What follows belongs to an exercise in optimizing a design on an open flow for small area; a production flow would make more cautious choices. Function was checked by simulation only, so behaviour that the tests miss may differ from the original. Power is estimated from default activity; no workload was simulated.

==> flow/design.v <==
module mtm_Alu (
    input  wire clk,    
    input  wire rst_n,  
    input  wire sin,    
    output wire sout    
);
reg  [3:0]  bc;
reg  [3:0]  pc;
reg  [1:0]  cd;       
reg  [3:0]  lf;       
reg  [3:0]  M;
reg  [31:0] X;
reg  [31:0] H;        
wire busy  = pc[3] & pc[2];
wire pc8   = pc[3] & !pc[2];
wire bc10  = (bc == 4'd10);
wire ferr  = !busy && ((bc == 4'd1 && (pc8 ? !sin : sin)) || (bc10 && !sin));
wire pay   = !busy && bc >= 4'd2 && bc <= 4'd9;
reg         c8;
wire        arith = M[2];
wire        sub   = M[0];
wire [1:0]  ck    = {bc[3], bc[0]};                  
wire        ldc   = pay && pc8 && bc >= 4'd6;
reg  [7:0]  xa, ha;
always @* begin
    case (ck)
        2'd0: begin xa = X[7:0];   ha = H[7:0];   end
        2'd1: begin xa = X[15:8];  ha = H[15:8];  end
        2'd2: begin xa = X[23:16]; ha = H[23:16]; end
        default: begin xa = X[31:24]; ha = H[31:24]; end
    endcase
end
wire [7:0]  yb    = ha ^ {8{sub}};
wire [8:0]  cc;
wire [7:0]  sum;
assign cc[0] = (ck == 2'd0) ? sub : c8;
genvar gi;
generate for (gi = 0; gi < 8; gi = gi + 1) begin : rca
    assign sum[gi]  = xa[gi] ^ yb[gi] ^ cc[gi];
    assign cc[gi+1] = (xa[gi] & yb[gi]) | (xa[gi] & cc[gi]) | (yb[gi] & cc[gi]);
end endgenerate
wire [7:0]  R     = arith ? sum : (sub ? (xa | ha) : (xa & ha));
reg  [2:0] spc;
reg  [3:0] sbc;
reg  [2:0] oc;        
reg        z;        
wire spc4  = spc[2];
wire sidle = spc4 && bc10s;
wire bc10s = (sbc == 4'd10);
wire spay  = sbc >= 4'd2 && sbc <= 4'd9;
wire sdata = !spc4 && spay;
wire go    = sidle && (cd[1] || (cd[0] && (!M[3] || M == 4'b1010 || M == 4'b1100)));
wire cy    = c8 ^ sub;
reg  obit;
always @* begin
    if (sbc == 4'd0) obit = 1'b0;
    else if (sbc == 4'd1) obit = spc4;
    else if (!spay) obit = 1'b1;
    else if (!spc4) obit = H[31];
    else if (sbc <= 4'd6) obit = M[3];
    else obit = oc[2];
end
assign sout = obit;
always @(posedge clk) begin
    if (!rst_n) begin
        bc <= 4'd0; pc <= 4'd0; cd <= 2'd0;
        spc <= 3'd4; sbc <= 4'd10;
    end else begin
        cd <= busy ? pc[1:0] : 2'd0;
        if (bc != 4'd0 || !sin) begin
            if (ferr) begin
                bc <= 4'd1; pc <= 4'd14;
            end else if (bc10) begin
                bc <= 4'd0;
                if (busy) pc <= 4'd0;
                else if (!pc8) pc <= pc + 4'd1;
                else if (lf == 4'd0) begin pc <= 4'd13; bc <= 4'd9; end
                else begin pc <= 4'd15; bc <= 4'd1; end
            end else bc <= bc + 4'd1;
        end
        if (go) begin
            sbc <= 4'd15;
            spc <= (cd[1] || M[3] || M[1]) ? 3'd4 : 3'd0;
        end else if (!sidle) begin
            if (bc10s) begin
                sbc <= 4'd0;
                spc <= spc + 3'd1;
            end else sbc <= sbc + 4'd1;
        end
    end
end
always @(posedge clk) begin
    if (pc == 4'd0 && bc < 4'd9)
        lf <= 4'd0;
    else if (pay) begin
        lf <= {lf[2:0], 1'b0} ^ (lf[3] ? 4'b0011 : 4'b0000) ^
              (((pc8 && bc == 4'd2) || sin) ? ((pc == 4'd4 && bc <= 4'd8) ? 4'b1111 : 4'b0011) : 4'b0000);
    end
    if (go) begin
        if (cd[1]) begin                                       
            M <= cd[0] ? 4'b1010 : 4'b1100;
            z <= !cd[0];
            oc <= cd[0] ? 3'b111 : 3'b101;
        end else if (M[3]) begin                               
            z <= M[2];
            oc <= M[2] ? 3'b101 : 3'b111;
        end else if (M[1]) begin                               
            M <= 4'b1001;
            z <= 1'b0;
            oc <= 3'b110;
        end else begin                                         
            M <= {1'b0, arith && cy, arith && !cy && H[31], arith};
            z <= arith && (sub ? cy : H[31]);
            oc <= {H[31], 2'b00};
        end
    end else begin
        if (pay && pc8) begin
            if (bc <= 4'd5) M <= {M[2:0], sin};
            else if (M[3] && (sin != (bc == 4'd6 ? M[2] : bc == 4'd7 ? M[1] : bc == 4'd9)))
                M <= 4'b1000;
        end else if (spc4 && spay) M <= {M[2:0], z};
        else if (sdata) M[0] <= M[0] && !H[31];
        if (spay) oc <= {oc[1:0], 1'b0} ^ ((oc[2] ^ obit) ? 3'b011 : 3'b000);
    end
    if (pay && pc[3:2] == 2'b00) X <= {X[30:0], sin};
    if (ldc) begin
        case (ck)
            2'd0: H[7:0]   <= R;
            2'd1: H[15:8]  <= R;
            2'd2: H[23:16] <= R;
            default: H[31:24] <= R;
        endcase
        c8 <= cc[8];
    end else if ((pay && pc[3:2] == 2'b01) || sdata) H <= {H[30:0], sin};
end
endmodule
export LEC_CHECK = 0
export ABC_AREA = 1
export CAP_MARGIN = 20
export CORE_MARGIN = 2
export CORE_UTILIZATION = 40
export CTS_BUF_LIST = sky130_fd_sc_hd__clkbuf_8
export SLEW_MARGIN = 20
create_clock -name core_clock -period 8.0 [get_ports {clk}]
standard.sh (not shown) runs the stock make flow with config.mk's settings and CLKGATE_MAP_FILE= SYNTH_SCRIPT=/design/flow/synth_recipe.tcl, a recipe that flattens the netlist after the stock synthesis.
==> flow/flow/run.sh <==
#!/bin/bash
set -euo pipefail
cd "$(dirname "$0")/.."
rm -rf scripts_area
cp -r "$FLOW_HOME/scripts" scripts_area
cp flow/abc_area.script scripts_area/abc_area.script
export SCRIPTS_DIR="$PWD/scripts_area"
export CTS_ARGS="-sink_clustering_enable -repair_clock_nets -buf_list sky130_fd_sc_hd__clkbuf_8 -dont_use_dummy_load"
export BUFFER_PORTS_ARGS="-buffer_cell sky130_fd_sc_hd__buf_1"
bash standard.sh > standard_flow.log 2>&1
==> flow/flow/abc_area.script <==
strash
&get -n
&deepsyn -T 30
&put
dch -f
amap
Next try:
--- a/flow/config.mk
+++ b/flow/config.mk
@@ -8,3 +8,3 @@
 export ABC_AREA = 1
-export CAP_MARGIN = 20
+export CAP_MARGIN = 0
 export CORE_MARGIN = 2
@@ -12,2 +12,2 @@
 export CTS_BUF_LIST = sky130_fd_sc_hd__clkbuf_8
-export SLEW_MARGIN = 20
+export SLEW_MARGIN = 0
- The changed run passed the timing, design-rule and antenna checks
- combinational power is about the same
- sequential share of layout area is unchanged
- final cell count is unchanged
- power does not change
- routed wire length stays the same
- first-iteration DRC count does not change
- register-to-register slack hardly moves
- setup slack stays the same
- die area does not change

* * *

== run M ==
mtm_Alu, a different RTL version from the one above (not shown whole).
Size: roughly 610 cells after synthesis, ~6100 µm² of cells after synthesis.
// mtm_Alu
module mtm_Alu (
    input  wire clk,    
    input  wire rst_n,  
    input  wire sin,    
    output reg  sout    
);
clock: 8.0 ns
lec_check: 0
cap_margin: 20
core_margin: 2
core_utilization: 40
cts_buf_list: sky130_fd_sc_hd__clkbuf_8
slew_margin: 20
run.sh (not shown) runs the stock make flow with config.mk's settings and CLKGATE_MAP_FILE= SYNTH_SCRIPT=/design/flow/synth_recipe.tcl, a recipe that flattens the netlist after the stock synthesis.
Stock flow here: none of the scripts above is used.
The following lists how run X was set up differently from run M:
Settings: a change of CTS_BUF_LIST from sky130_fd_sc_hd__clkbuf_8 to sky130_fd_sc_hd__clkbuf_8 sky130_fd_sc_hd__clkbuf_4.
[summary]
- Fraction of area in multi-input gates delta (run X -> run M): insignificant
- Run X: via density per instance is 0.029 lower than what run M reported.
- On setup slack, run M and run X are neck and neck.
- Of run M and run X, run X shows the lower number of vias after detailed routing, with run M above it.
- Going from run M to run X, hold slack held steady, switching component of the power held steady, layout overhead on the synthesized area grew by 0.25 points.

* * *

Another version of the RTL of mtm_Alu (not shown whole).
For scale: about 92 flip-flops, roughly 4100 um2 of cells after synthesis.
Design mtm_Alu, start of the top module:
module mtm_Alu (
    input  wire clk,    
    input  wire rst_n,  
    input  wire sin,    
    output wire sout    
);
clock: 8.0 ns
lec_check: 0
abc_area: 1
cap_margin: 20
core_margin: 2
core_utilization: 40
cts_buf_list: sky130_fd_sc_hd__clkbuf_8
slew_margin: 20
standard.sh (not shown) runs the stock make flow with config.mk's settings and CLKGATE_MAP_FILE= SYNTH_SCRIPT=/design/flow/synth_recipe.tcl, a recipe that flattens the netlist after the stock synthesis.
==> flow/flow/run.sh <==
#!/bin/bash
# The standard layout (standard.sh), with these changes:
#  - clock tree synthesis adds no dummy loads;
#  - the ports are buffered with buf_1.
set -euo pipefail
cd "$(dirname "$0")/.."
rm -rf scripts_area
cp -r "$FLOW_HOME/scripts" scripts_area
cp flow/abc_area.script scripts_area/abc_area.script
export SCRIPTS_DIR="$PWD/scripts_area"
export CTS_ARGS="-sink_clustering_enable -repair_clock_nets -buf_list sky130_fd_sc_hd__clkbuf_8 -dont_use_dummy_load"
export BUFFER_PORTS_ARGS="-buffer_cell sky130_fd_sc_hd__buf_1"
bash standard.sh > standard_flow.log 2>&1
Scripts as last shown in full above: flow/flow/abc_area.script
Rerun with:
--- a/flow/config.mk
+++ b/flow/config.mk
@@ -11 +11 @@
-export CORE_UTILIZATION = 40
+export CORE_UTILIZATION = 65
What happened: Total power hardly moves. Sequential power is about the same. Clock-buffer cell count does not change. Final area fell by 1.7%. Setup slack improved by 0.040 ns. Die area fell by 37%. Wire length shrinks by 2.0%. Flip-flop and latch count is unchanged. Non-clock buffer count does not change. Worst hold slack got worse by 0.011 ns.

* * *

mtm_Alu, a different RTL version from the one above (not shown whole).
Size: ~430 cells after synthesis, about 4 I/O pins.
==> flow/config.mk <==
export PLATFORM = sky130hd
export DESIGN_NAME = mtm_Alu
export DESIGN_NICKNAME = mtm_Alu
export VERILOG_FILES = /design/flow/design.v
export SDC_FILE = /design/flow/constraint.sdc
export NUM_CORES = 4
export LEC_CHECK = 0
export ABC_AREA = 1
export CAP_MARGIN = 20
export CORE_MARGIN = 2
export CORE_UTILIZATION = 40
export CTS_BUF_LIST = sky130_fd_sc_hd__clkbuf_8
export SLEW_MARGIN = 20
==> flow/constraint.sdc <==
create_clock -name core_clock -period 8.0 [get_ports {clk}]
set_input_delay 1.6000 -clock core_clock [delete_from_list [all_inputs] [get_ports {clk}]]
set_output_delay 1.6000 -clock core_clock [all_outputs]
set_load 0.01 [all_outputs]
==> flow/flow/abc_area.script <==
strash
&get -n
&deepsyn -J 500
&put
dch -f
amap -F 6 -A 16
Scripts as last shown in full above: flow/flow/run.sh
The starting point finished with timing, DRC and antenna clean.
Rerun with:
--- a/flow/flow/run.sh
+++ b/flow/flow/run.sh
@@ -9,5 +9,5 @@
 cp flow/abc_area.script scripts_area/abc_area.script
 export SCRIPTS_DIR="$PWD/scripts_area"
-export CTS_ARGS="-sink_clustering_enable -repair_clock_nets -buf_list sky130_fd_sc_hd__clkbuf_8 -dont_use_dummy_load"
+export CTS_ARGS="-sink_clustering_enable -repair_clock_nets -buf_list sky130_fd_sc_hd__clkbuf_8 -dont_use_dummy_load -sink_clustering_size 30 -sink_clustering_max_diameter 300 -sink_clustering_levels 1"
 export BUFFER_PORTS_ARGS="-buffer_cell sky130_fd_sc_hd__buf_1"
 bash standard.sh > standard_flow.log 2>&1
After rerunning: The new run finished clean. Combinational power is about the same. First-iteration DRC count does not change. Wire length is unchanged. Area after synthesis is unchanged. Worst hold slack is unchanged. Fmax does not change.

## static timing again, ports no longer ideal
Ports are ideal in the flow. The routed layouts listed here were re-timed in OpenROAD.
Step 1: set_driving_cell puts a clkbuf_16 on clk and a buf_2 on each other input, an assumption about the parent block.
Step 2, shift: input delay + t, output delay - t, t = (earliest + latest rising clock arrival at the registers) / 2. This alone moves slack from input paths to output paths.
a / b / c = no drivers / after step 1 / after step 2; a / b = the first two.
| run | t (ns) | setup WS [ns] | worst setup path at the end | latest minus earliest clock arrival (ns) | worst slew at a driven data input, ns |
|---|---|---|---|---|---|
| the first run of note 1 | 0.400 | 1.491 / 1.491 / 1.491 | register to register | 0.017 / 0.017 | 0.03 |
| the second run of note 1 | 0.400 | 1.491 / 1.491 / 1.491 | register to register | 0.017 / 0.017 | 0.03 |
| run M | 0.414 | 0.565 / 0.565 / 0.565 | register to register | 0.012 / 0.012 | 0.03 |
| run X | 0.413 | 0.564 / 0.564 / 0.564 | register to register | 0.017 / 0.017 | 0.03 |
| the first run of note 3 | 0.374 | 2.839 / 2.839 / 2.839 | register to register | 0.021 / 0.021 | 0.03 |
| the second run of note 3 | 0.386 | 2.879 / 2.879 / 2.879 | register to register | 0.028 / 0.027 | 0.03 |
| the first run of note 4 | 0.375 | 2.683 / 2.683 / 2.683 | register to register | 0.021 / 0.020 | 0.03 |
| the second run of note 4 | 0.375 | 2.683 / 2.683 / 2.683 | register to register | 0.021 / 0.020 | 0.03 |
After both steps setup and hold are still met in every run listed.
